Context: an optimization exercise on an open-source flow, tuned for small area and a short achievable clock period. The choices shown serve that exercise and are no tape-out recipe. Where RTL was checked, it was by simulation tests only, not by an equivalence proof against the original.

// qrs
module qrs(
input clk,
input reset,
input signed [15:0] data_in,
output  signed [15:0] up,
output  signed [15:0] low,
output  signed [15:0] low_out,
output  signed [15:0] high,
output  signed [15:0] high_out,
output  signed [15:0] deri_out,
output  signed [15:0] sqr_out,
output  signed [15:0] avg_out,
output  signed [15:0] data_out
    );
For scale: ~160 I/O pins.
clock: 25.0 ns
lec_check: 0
abc_area: 1
cap_margin: 20
core_margin: 2
core_utilization: 40
slew_margin: 20
standard.sh (not shown) runs the stock make flow with config.mk's settings and CLKGATE_MAP_FILE= SYNTH_SCRIPT=/design/flow/synth_recipe.tcl, a recipe that flattens the netlist after the stock synthesis.
==> flow/flow/run.sh <==
#!/bin/bash
# Standard layout (the standard.sh), with plain buf_2 cells as the port
# buffers and a clock tree of clkbuf_8 cells without dummy loads.
set -euo pipefail
export BUFFER_PORTS_ARGS="-buffer_cell sky130_fd_sc_hd__buf_2"
export CTS_ARGS="-sink_clustering_enable -repair_clock_nets -dont_use_dummy_load -buf_list sky130_fd_sc_hd__clkbuf_8"
bash standard.sh finish > standard_flow.log 2>&1
The starting point completed with no timing, DRC or antenna violations.
Edit:
==> flow/flow/run.sh (replaced) <==
#!/bin/bash
# Standard layout (the standard.sh), with plain buf_2 cells as the port
# buffers and a clock tree of clkbuf_16 cells in sink clusters of up to 20,
# without dummy loads.
set -euo pipefail
export BUFFER_PORTS_ARGS="-buffer_cell sky130_fd_sc_hd__buf_2"
export CTS_ARGS="-sink_clustering_enable -repair_clock_nets -dont_use_dummy_load -buf_list sky130_fd_sc_hd__clkbuf_16 -sink_clustering_size 20 -sink_clustering_max_diameter 80"
bash standard.sh finish > standard_flow.log 2>&1
After rerunning: Cell area decreases by about 1%. Maximum frequency decreases by 0.80%. Count of clock-buffer cells in the layout decreases by 54. Global-route usage decreases by 0.26 points. Synthesized cell count does not change. Wire length decreases by 0.89%. Worst setup slack degrades by 0.076 ns.
No functional check of the RTL was part of any run of this note.

* * *

qrs, a different RTL version from the one above (not shown whole).
For scale: about 2900 cells after synthesis, ~550 flip-flops, about 160 I/O pins.
==> flow/config.mk <==
export PLATFORM = sky130hd
export DESIGN_NAME = qrs
export DESIGN_NICKNAME = qrs
export VERILOG_FILES = /design/flow/design.v
export SDC_FILE = /design/flow/constraint.sdc
export NUM_CORES = 4
export LEC_CHECK = 0
export ABC_AREA = 1
export CAP_MARGIN = 20
export CORE_MARGIN = 2
export CORE_UTILIZATION = 40
export SLEW_MARGIN = 20
==> flow/constraint.sdc <==
create_clock -name core_clock -period 25.0 [get_ports {clk}]
set_input_delay 5.0000 -clock core_clock [delete_from_list [all_inputs] [get_ports {clk}]]
set_output_delay 5.0000 -clock core_clock [all_outputs]
set_load 0.01 [all_outputs]
==> flow/flow/run.sh <==
#!/bin/bash
# Standard layout (the standard.sh), with plain buf_2 cells as the port
# buffers, a clock tree of clkbuf_16 cells in sink clusters of up to 20
# without dummy loads, and timing repair asked to leave 16 ns of setup slack.
set -euo pipefail
export BUFFER_PORTS_ARGS="-buffer_cell sky130_fd_sc_hd__buf_2"
export CTS_ARGS="-sink_clustering_enable -repair_clock_nets -dont_use_dummy_load -buf_list sky130_fd_sc_hd__clkbuf_16 -sink_clustering_size 20 -sink_clustering_max_diameter 80"
bash standard.sh SETUP_SLACK_MARGIN=16 finish > standard_flow.log 2>&1
The first run produced a clean layout.
Rerun with:
--- a/flow/flow/run.sh
+++ b/flow/flow/run.sh
@@ -4 +4 @@
-# without dummy loads, and timing repair asked to leave 16 ns of setup slack.
+# without dummy loads, and timing repair asked to leave 15.4 ns of setup slack.
@@ -8 +8 @@
-bash standard.sh SETUP_SLACK_MARGIN=16 finish > standard_flow.log 2>&1
+bash standard.sh SETUP_SLACK_MARGIN=15.4 finish > standard_flow.log 2>&1
- The changed run passed the timing, design-rule and antenna checks
- cell area drops by a few percent
- die area is unchanged
- first-iteration DRC count is higher by roughly a tenth
- setup slack is worse by 0.28 ns
- clock skew barely changes
- utilization went down by 1.5 points
- worst hold slack got worse by 0.036 ns

* * *

qrs, a different RTL version from the one above (not shown whole).
Size in the first run: ~2,800 cells after synthesis, roughly 160 I/O pins, roughly 26,000 µm² of cells after synthesis.
Design qrs, start of the top module:
module qrs(
input clk,
input reset,
input signed [15:0] data_in,
output  signed [15:0] up,
output  signed [15:0] low,
output  signed [15:0] low_out,
output  signed [15:0] high,
output  signed [15:0] high_out,
output  signed [15:0] deri_out,
output  signed [15:0] sqr_out,
output  signed [15:0] avg_out,
output  signed [15:0] data_out
    );
integer t;
reg ph;
reg [4:0] cnt;               
always @(posedge clk, posedge reset)
  if (reset) begin
    ph <= 1'b0;
    cnt <= 5'd0;
  end else begin
    ph <= ~ph;
    if (!ph && !cnt[4]) cnt <= cnt + 5'd1;
  end
reg [15:0] up_r;
always @(posedge clk)
  up_r <= data_in;
assign up = ph ? up_r : 16'd0;
reg [7:0] xq [0:10];
always @(posedge clk) begin
  xq[0] <= ph ? up_r[15:8] : data_in[7:0];
  for (t = 1; t < 11; t = t + 1) xq[t] <= xq[t-1];
end
reg [5:0] lq [0:30];
reg lb0;                     
reg [14:1] lbq;              
wire [14:0] lb = {lbq, lb0};
reg [6:0] laux;
wire [12:0] lnew;
always @(posedge clk, posedge reset)
  if (reset) begin
    lq[0] <= 6'd0;
    lb0 <= 1'b0;
  end else begin
    lq[0] <= ph ? laux[5:0] : lnew[12:7];
    if (ph) lb0 <= laux[6];
  end
always @(posedge clk) begin
  laux <= lnew[6:0];
  for (t = 1; t < 31; t = t + 1) lq[t] <= lq[t-1];
  if (ph) lbq <= lb[13:0];
end
reg signed [13:0] m0, m1;    
reg [15:0] h1, h2, h3;       
wire [15:0] m0x = {{2{m0[13]}}, m0};
wire [15:0] m1x = {{2{m1[13]}}, m1};
wire [15:0] hsum, hdif, h3m;
wire co_hs, co_hd, co_h3;
sk_add #(16) a_hsum(.a(m0x), .b(m1x), .ci(1'b0), .s(hsum), .co(co_hs));    
sk_add #(16) a_hdif(.a(m0x), .b(~m1x), .ci(1'b1), .s(hdif), .co(co_hd));   
wire [15:0] h3s, h3y;
csa3 #(16) c_h3(.a({m0x[14:0], 1'b0}), .b(m0x), .c(~m1x), .s(h3s), .y(h3y));
sk_add #(16) a_h3m(.a(h3s), .b({h3y[14:0], 1'b1}), .ci(1'b0), .s(h3m), .co(co_h3));  
  ...
==> flow/config.mk <==
export PLATFORM = sky130hd
export DESIGN_NAME = qrs
export DESIGN_NICKNAME = qrs
export VERILOG_FILES = /design/flow/design.v
export SDC_FILE = /design/flow/constraint.sdc
export NUM_CORES = 4
export LEC_CHECK = 0
export ABC_AREA = 1
export CAP_MARGIN = 20
export CORE_MARGIN = 2
export CORE_UTILIZATION = 40
export SLEW_MARGIN = 20
==> flow/constraint.sdc <==
create_clock -name core_clock -period 25.0 [get_ports {clk}]
set_input_delay 5.0000 -clock core_clock [delete_from_list [all_inputs] [get_ports {clk}]]
set_output_delay 5.0000 -clock core_clock [all_outputs]
set_load 0.01 [all_outputs]
==> flow/flow/run.sh <==
#!/bin/bash
# Standard layout (the standard.sh), with plain buf_2 cells as the port
# buffers, a clock tree of clkbuf_16 cells in sink clusters of up to 25
# without dummy loads, and timing repair asked to leave 15.7 ns of setup slack.
set -euo pipefail
export BUFFER_PORTS_ARGS="-buffer_cell sky130_fd_sc_hd__buf_2"
export CTS_ARGS="-sink_clustering_enable -repair_clock_nets -dont_use_dummy_load -buf_list sky130_fd_sc_hd__clkbuf_16 -sink_clustering_size 25 -sink_clustering_max_diameter 90"
bash standard.sh SETUP_SLACK_MARGIN=15.9 finish > standard_flow.log 2>&1
Edit:
==> flow/flow/run.sh (replaced) <==
#!/bin/bash
# Standard layout (the standard.sh), with plain buf_1 cells as the port
# buffers, a clock tree of clkbuf_16 cells in sink clusters of up to 30
# without dummy loads, and timing repair asked to leave 15.9 ns of setup slack.
set -euo pipefail
export BUFFER_PORTS_ARGS="-buffer_cell sky130_fd_sc_hd__buf_1"
export CTS_ARGS="-sink_clustering_enable -repair_clock_nets -dont_use_dummy_load -buf_list sky130_fd_sc_hd__clkbuf_16 -sink_clustering_size 30 -sink_clustering_max_diameter 100"
bash standard.sh SETUP_SLACK_MARGIN=15.9 finish > standard_flow.log 2>&1
--- a/flow/config.mk
+++ b/flow/config.mk
@@ -10,3 +10,3 @@
 export CORE_MARGIN = 2
-export CORE_UTILIZATION = 40
+export CORE_UTILIZATION = 50
 export SLEW_MARGIN = 20
Sequential share of layout area climbs by 0.89 points.
Wire length rises by 1.8%.
Clock skew shrinks by 0.014 ns.
Edit:
--- a/flow/config.mk
+++ b/flow/config.mk
@@ -10,3 +10,3 @@
 export CORE_MARGIN = 2
-export CORE_UTILIZATION = 50
+export CORE_UTILIZATION = 40
 export SLEW_MARGIN = 20
=>
- The changed run completed without violations
- count of clock-buffer cells in the layout climbs by 2
- die area rose by 25%
- routed wire length drops by 2.3%
Edit:
==> flow/flow/run.sh (replaced) <==
#!/bin/bash
# Standard layout (the standard.sh), with plain buf_1 cells as the port
# buffers, a clock tree of clkbuf_16 cells in sink clusters of up to 25
# without dummy loads, and timing repair asked to leave 16.1 ns of setup slack.
set -euo pipefail
export BUFFER_PORTS_ARGS="-buffer_cell sky130_fd_sc_hd__buf_1"
export CTS_ARGS="-sink_clustering_enable -repair_clock_nets -dont_use_dummy_load -buf_list sky130_fd_sc_hd__clkbuf_16 -sink_clustering_size 25 -sink_clustering_max_diameter 90"
bash standard.sh SETUP_SLACK_MARGIN=16.1 finish > standard_flow.log 2>&1
What happened: Area after synthesis is unchanged; wire length climbs by 2.0%; die area is unchanged; final cell count climbs by 0.80%; critical path depth drops by 2; cell area climbs by 2.0%; via count climbs by 0.40%; global-route usage climbs by 0.21 points; fmax stays flat.
Edit:
==> flow/flow/run.sh (replaced) <==
#!/bin/bash
# Standard layout (the standard.sh), with plain buf_2 cells as the port
# buffers, a clock tree of clkbuf_16 cells in sink clusters of up to 25
# without dummy loads, and timing repair asked to leave 15.9 ns of setup slack.
set -euo pipefail
export BUFFER_PORTS_ARGS="-buffer_cell sky130_fd_sc_hd__buf_2"
export CTS_ARGS="-sink_clustering_enable -repair_clock_nets -dont_use_dummy_load -buf_list sky130_fd_sc_hd__clkbuf_16 -sink_clustering_size 25 -sink_clustering_max_diameter 90"
bash standard.sh SETUP_SLACK_MARGIN=15.9 finish > standard_flow.log 2>&1
Register-to-register slack is better by 0.03 ns. Worst setup slack degrades by 0.0092 ns. Cell area came out lower by about 0.6%. Final cell count came out lower by about 0.44%. Non-clock buffer count came out lower by 17.
Edit:
==> flow/flow/run.sh (replaced) <==
#!/bin/bash
# Standard layout (the standard.sh), with plain buf_1 cells as the port
# buffers, a clock tree of clkbuf_16 cells in sink clusters of up to 25
# without dummy loads, and timing repair asked to leave 15.9 ns of setup slack.
set -euo pipefail
export BUFFER_PORTS_ARGS="-buffer_cell sky130_fd_sc_hd__buf_1"
export CTS_ARGS="-sink_clustering_enable -repair_clock_nets -dont_use_dummy_load -buf_list sky130_fd_sc_hd__clkbuf_16 -sink_clustering_size 25 -sink_clustering_max_diameter 90"
bash standard.sh SETUP_SLACK_MARGIN=15.9 finish > standard_flow.log 2>&1
The changed run finished clean.
Worst setup slack hardly moves.
Cell count hardly moves.
Wire length is about the same.

* * *

qrs, a different RTL version from the one above (not shown whole).
Size: ~540 flip-flops, about 160 I/O pins, about 28,000 µm² of cells after synthesis.
==> flow/design.v (excerpt) <==
module qrs(
input clk,
input reset,
input signed [15:0] data_in,
output  signed [15:0] up,
output  signed [15:0] low,
output  signed [15:0] low_out,
output  signed [15:0] high,
output  signed [15:0] high_out,
output  signed [15:0] deri_out,
output  signed [15:0] sqr_out,
output  signed [15:0] avg_out,
output  signed [15:0] data_out
    );
clock: 25.0 ns
lec_check: 0
abc_area: 1
cap_margin: 20
core_margin: 2
core_utilization: 40
slew_margin: 20
==> flow/flow/run.sh <==
#!/bin/bash
# Standard layout (the standard.sh), with plain buf_2 cells as the port
# buffers, a clock tree of clkbuf_16 cells in sink clusters of up to 20
# without dummy loads, and timing repair asked to leave 16 ns of setup slack.
set -euo pipefail
export BUFFER_PORTS_ARGS="-buffer_cell sky130_fd_sc_hd__buf_2"
export CTS_ARGS="-sink_clustering_enable -repair_clock_nets -dont_use_dummy_load -buf_list sky130_fd_sc_hd__clkbuf_16 -sink_clustering_size 20 -sink_clustering_max_diameter 80"
bash standard.sh SETUP_SLACK_MARGIN=16 finish > standard_flow.log 2>&1
The starting point produced a clean layout.
Change:
--- a/flow/flow/run.sh
+++ b/flow/flow/run.sh
@@ -3,2 +3,2 @@
-# buffers, a clock tree of clkbuf_16 cells in sink clusters of up to 20
-# without dummy loads, and timing repair asked to leave 16 ns of setup slack.
+# buffers and a clock tree of clkbuf_16 cells in sink clusters of up to 20,
+# without dummy loads.
@@ -8 +8 @@
-bash standard.sh SETUP_SLACK_MARGIN=16 finish > standard_flow.log 2>&1
+bash standard.sh finish > standard_flow.log 2>&1
The changed run completed with no timing, DRC or antenna violations; die area does not change; final cell count falls by 1.8%; routed wire length falls by 5.7%; setup slack is worse by 0.92 ns; maximum frequency falls by 9.2%.
Function was not checked in any run of this note: the RTL went through the layout flow alone.

* * *

Setup of sierra:
qrs, a different RTL version from the one above (not shown whole).
Size: ~3100 cells after synthesis, about 550 flip-flops, about 160 I/O pins.
export LEC_CHECK = 0
export ABC_AREA = 1
export CAP_MARGIN = 20
export CORE_MARGIN = 2
export CORE_UTILIZATION = 40
export SLEW_MARGIN = 20
create_clock -name core_clock -period 25.0 [get_ports {clk}]
==> flow/flow/run.sh <==
#!/bin/bash
# Standard layout (the standard.sh), with plain buf_2 cells as the port
# buffers, a clock tree of clkbuf_16 cells in sink clusters of up to 20
# without dummy loads, and timing repair asked to leave 16.3 ns of setup slack.
set -euo pipefail
export BUFFER_PORTS_ARGS="-buffer_cell sky130_fd_sc_hd__buf_2"
export CTS_ARGS="-sink_clustering_enable -repair_clock_nets -dont_use_dummy_load -buf_list sky130_fd_sc_hd__clkbuf_16 -sink_clustering_size 20 -sink_clustering_max_diameter 80"
bash standard.sh SETUP_SLACK_MARGIN=16.3 finish > standard_flow.log 2>&1
Modified inputs, nickel compared to sierra
==> flow/flow/run.sh <==
#!/bin/bash
# Standard layout (the standard.sh), with plain buf_2 cells as the port
# buffers, a clock tree of clkbuf_16 cells in sink clusters of up to 20
# without dummy loads, and timing repair asked to leave 17 ns of setup slack.
set -euo pipefail
export BUFFER_PORTS_ARGS="-buffer_cell sky130_fd_sc_hd__buf_2"
export CTS_ARGS="-sink_clustering_enable -repair_clock_nets -dont_use_dummy_load -buf_list sky130_fd_sc_hd__clkbuf_16 -sink_clustering_size 20 -sink_clustering_max_diameter 80"
bash standard.sh SETUP_SLACK_MARGIN=17 finish > standard_flow.log 2>&1
## What came out
Any difference in worst setup slack between nickel and sierra is small enough to ignore.
Delta (nickel minus sierra): number of non-clock buffers went up by about 64%, global route total overflow roughly the same.
The higher first-iteration detailed-routing DRC count came out of nickel.
As far as sequential share of the synthesized area goes, nickel and sierra are indistinguishable; the numbers are identical.

* * *

== wip/zinc ==
qrs with an RTL version that a note above also has.
Size: ~2900 cells after synthesis, ~550 flip-flops, about 160 I/O pins.
clock: 25.0 ns
lec_check: 0
abc_area: 1
cap_margin: 20
core_margin: 2
core_utilization: 40
slew_margin: 20
==> flow/flow/run.sh <==
#!/bin/bash
# Standard layout (the standard.sh), with plain buf_2 cells as the port
# buffers, a clock tree of clkbuf_16 cells in sink clusters of up to 20
# without dummy loads, and timing repair asked to leave 15.0 ns of setup slack.
set -euo pipefail
export BUFFER_PORTS_ARGS="-buffer_cell sky130_fd_sc_hd__buf_2"
export CTS_ARGS="-sink_clustering_enable -repair_clock_nets -dont_use_dummy_load -buf_list sky130_fd_sc_hd__clkbuf_16 -sink_clustering_size 20 -sink_clustering_max_diameter 80"
bash standard.sh SETUP_SLACK_MARGIN=15.0 finish > standard_flow.log 2>&1
What wip/onyx does differently from wip/zinc at the input level:
==> flow/flow/run.sh <==
#!/bin/bash
# Standard layout (the standard.sh), with plain buf_2 cells as the port
# buffers, a clock tree of clkbuf_16 cells in sink clusters of up to 20
# without dummy loads, and timing repair asked to leave 15.7 ns of setup slack.
set -euo pipefail
export BUFFER_PORTS_ARGS="-buffer_cell sky130_fd_sc_hd__buf_2"
export CTS_ARGS="-sink_clustering_enable -repair_clock_nets -dont_use_dummy_load -buf_list sky130_fd_sc_hd__clkbuf_16 -sink_clustering_size 20 -sink_clustering_max_diameter 80"
bash standard.sh SETUP_SLACK_MARGIN=15.7 finish > standard_flow.log 2>&1
==> comparison <==
Looking at the reports, wip/onyx completed the entire flow and the layout it produced met the timing, design-rule and antenna checks.
Slew at the pin with the worst max-slew slack ends up lower on wip/zinc.
Between wip/onyx and wip/zinc, the met1 usage in global routing does not differ in any meaningful way.
Startpoint of the most critical setup path = data_in[5]: wip/zinc; startpoint of the most critical setup path = data_in[6]: wip/onyx
Modified inputs, wip/harbor compared to wip/onyx
==> flow/flow/run.sh <==
#!/bin/bash
# Standard layout (the standard.sh), with plain buf_2 cells as the port
# buffers, a clock tree of clkbuf_16 cells in sink clusters of up to 25
# without dummy loads, and timing repair asked to leave 15.7 ns of setup slack.
set -euo pipefail
export BUFFER_PORTS_ARGS="-buffer_cell sky130_fd_sc_hd__buf_2"
export CTS_ARGS="-sink_clustering_enable -repair_clock_nets -dont_use_dummy_load -buf_list sky130_fd_sc_hd__clkbuf_16 -sink_clustering_size 25 -sink_clustering_max_diameter 90"
bash standard.sh SETUP_SLACK_MARGIN=15.7 finish > standard_flow.log 2>&1
Per the comparison of wip/harbor with wip/onyx, peak clock frequency supported by timing did not really move.
wip/onyx and wip/harbor ended up with nearly the same data arrival time of the worst path.
[compare] base=wip/onyx new=wip/harbor: wire length reported by the detailed router barely changed, flip-flop and latch share of the layout cell area climbed 0.24 points, area added between synthesis and finish dropped 0.69 points.
Comparing wip/onyx and wip/harbor, final period demand of the worst path is higher on wip/onyx.

==> afterwards: timing with drivers on the ports <==
The flow's constraints put no driver on any port. The routed layouts listed below were extracted and timed again, unchanged, in two steps.
Step 1: set_driving_cell puts a clkbuf_16 on clk and a buf_2 on each other input, an assumption about the parent block.
Step 2, shift: input delay + t, output delay - t, t = (earliest + latest rising clock arrival at the registers) / 2. This alone moves slack from input paths to output paths.
Slacks: no drivers / after step 1 / after step 2; pairs: no drivers / after step 1.
run | shift t [ns] | setup slack, ns | hold WS [ns]
the first run of note 1 | 0.702 | 15.541 / 15.551 / 14.850 | 0.262 / 0.262 / 0.262
the second run of note 1 | 0.609 | 15.465 / 15.465 / 14.856 | 0.285 / 0.285 / 0.285
the first run of note 2 | 0.605 | 16.037 / 16.003 / 15.463 | 0.312 / 0.312 / 0.312
the second run of note 2 | 0.615 | 15.757 / 15.799 / 15.184 | 0.276 / 0.276 / 0.276
the first run of note 3 | 0.610 | 16.048 / 16.057 / 15.476 | 0.304 / 0.304 / 0.304
the second run of note 3 | 0.624 | 16.091 / 16.095 / 15.489 | 0.319 / 0.319 / 0.319
the third run of note 3 | 0.633 | 16.043 / 16.061 / 15.454 | 0.289 / 0.289 / 0.289
the fourth run of note 3 | 0.597 | 16.057 / 16.077 / 15.480 | 0.296 / 0.296 / 0.296
the fifth run of note 3 | 0.610 | 16.048 / 16.057 / 15.476 | 0.304 / 0.304 / 0.304
the sixth run of note 3 | 0.648 | 16.050 / 16.046 / 15.445 | 0.281 / 0.281 / 0.281
the first run of note 4 | 0.601 | 15.862 / 15.877 / 15.276 | 0.305 / 0.305 / 0.305
the second run of note 4 | 0.605 | 14.942 / 14.942 / 14.522 | 0.303 / 0.303 / 0.303
sierra | 0.615 | 16.188 / 16.208 / 15.593 | 0.304 / 0.304 / 0.304
nickel | 0.625 | 16.186 / 16.143 / 15.598 | 0.290 / 0.290 / 0.290
wip/zinc | 0.591 | 15.430 / 15.465 / 14.874 | 0.308 / 0.308 / 0.308
wip/onyx | 0.613 | 15.960 / 15.951 / 15.357 | 0.276 / 0.276 / 0.276
wip/harbor | 0.600 | 15.970 / 15.955 / 15.411 | 0.294 / 0.294 / 0.294
After both steps every run listed still meets setup and hold. The setup slack of the first run of note 1, which loses most, moves by +0.010 ns with the drivers and by -0.691 ns with both steps.
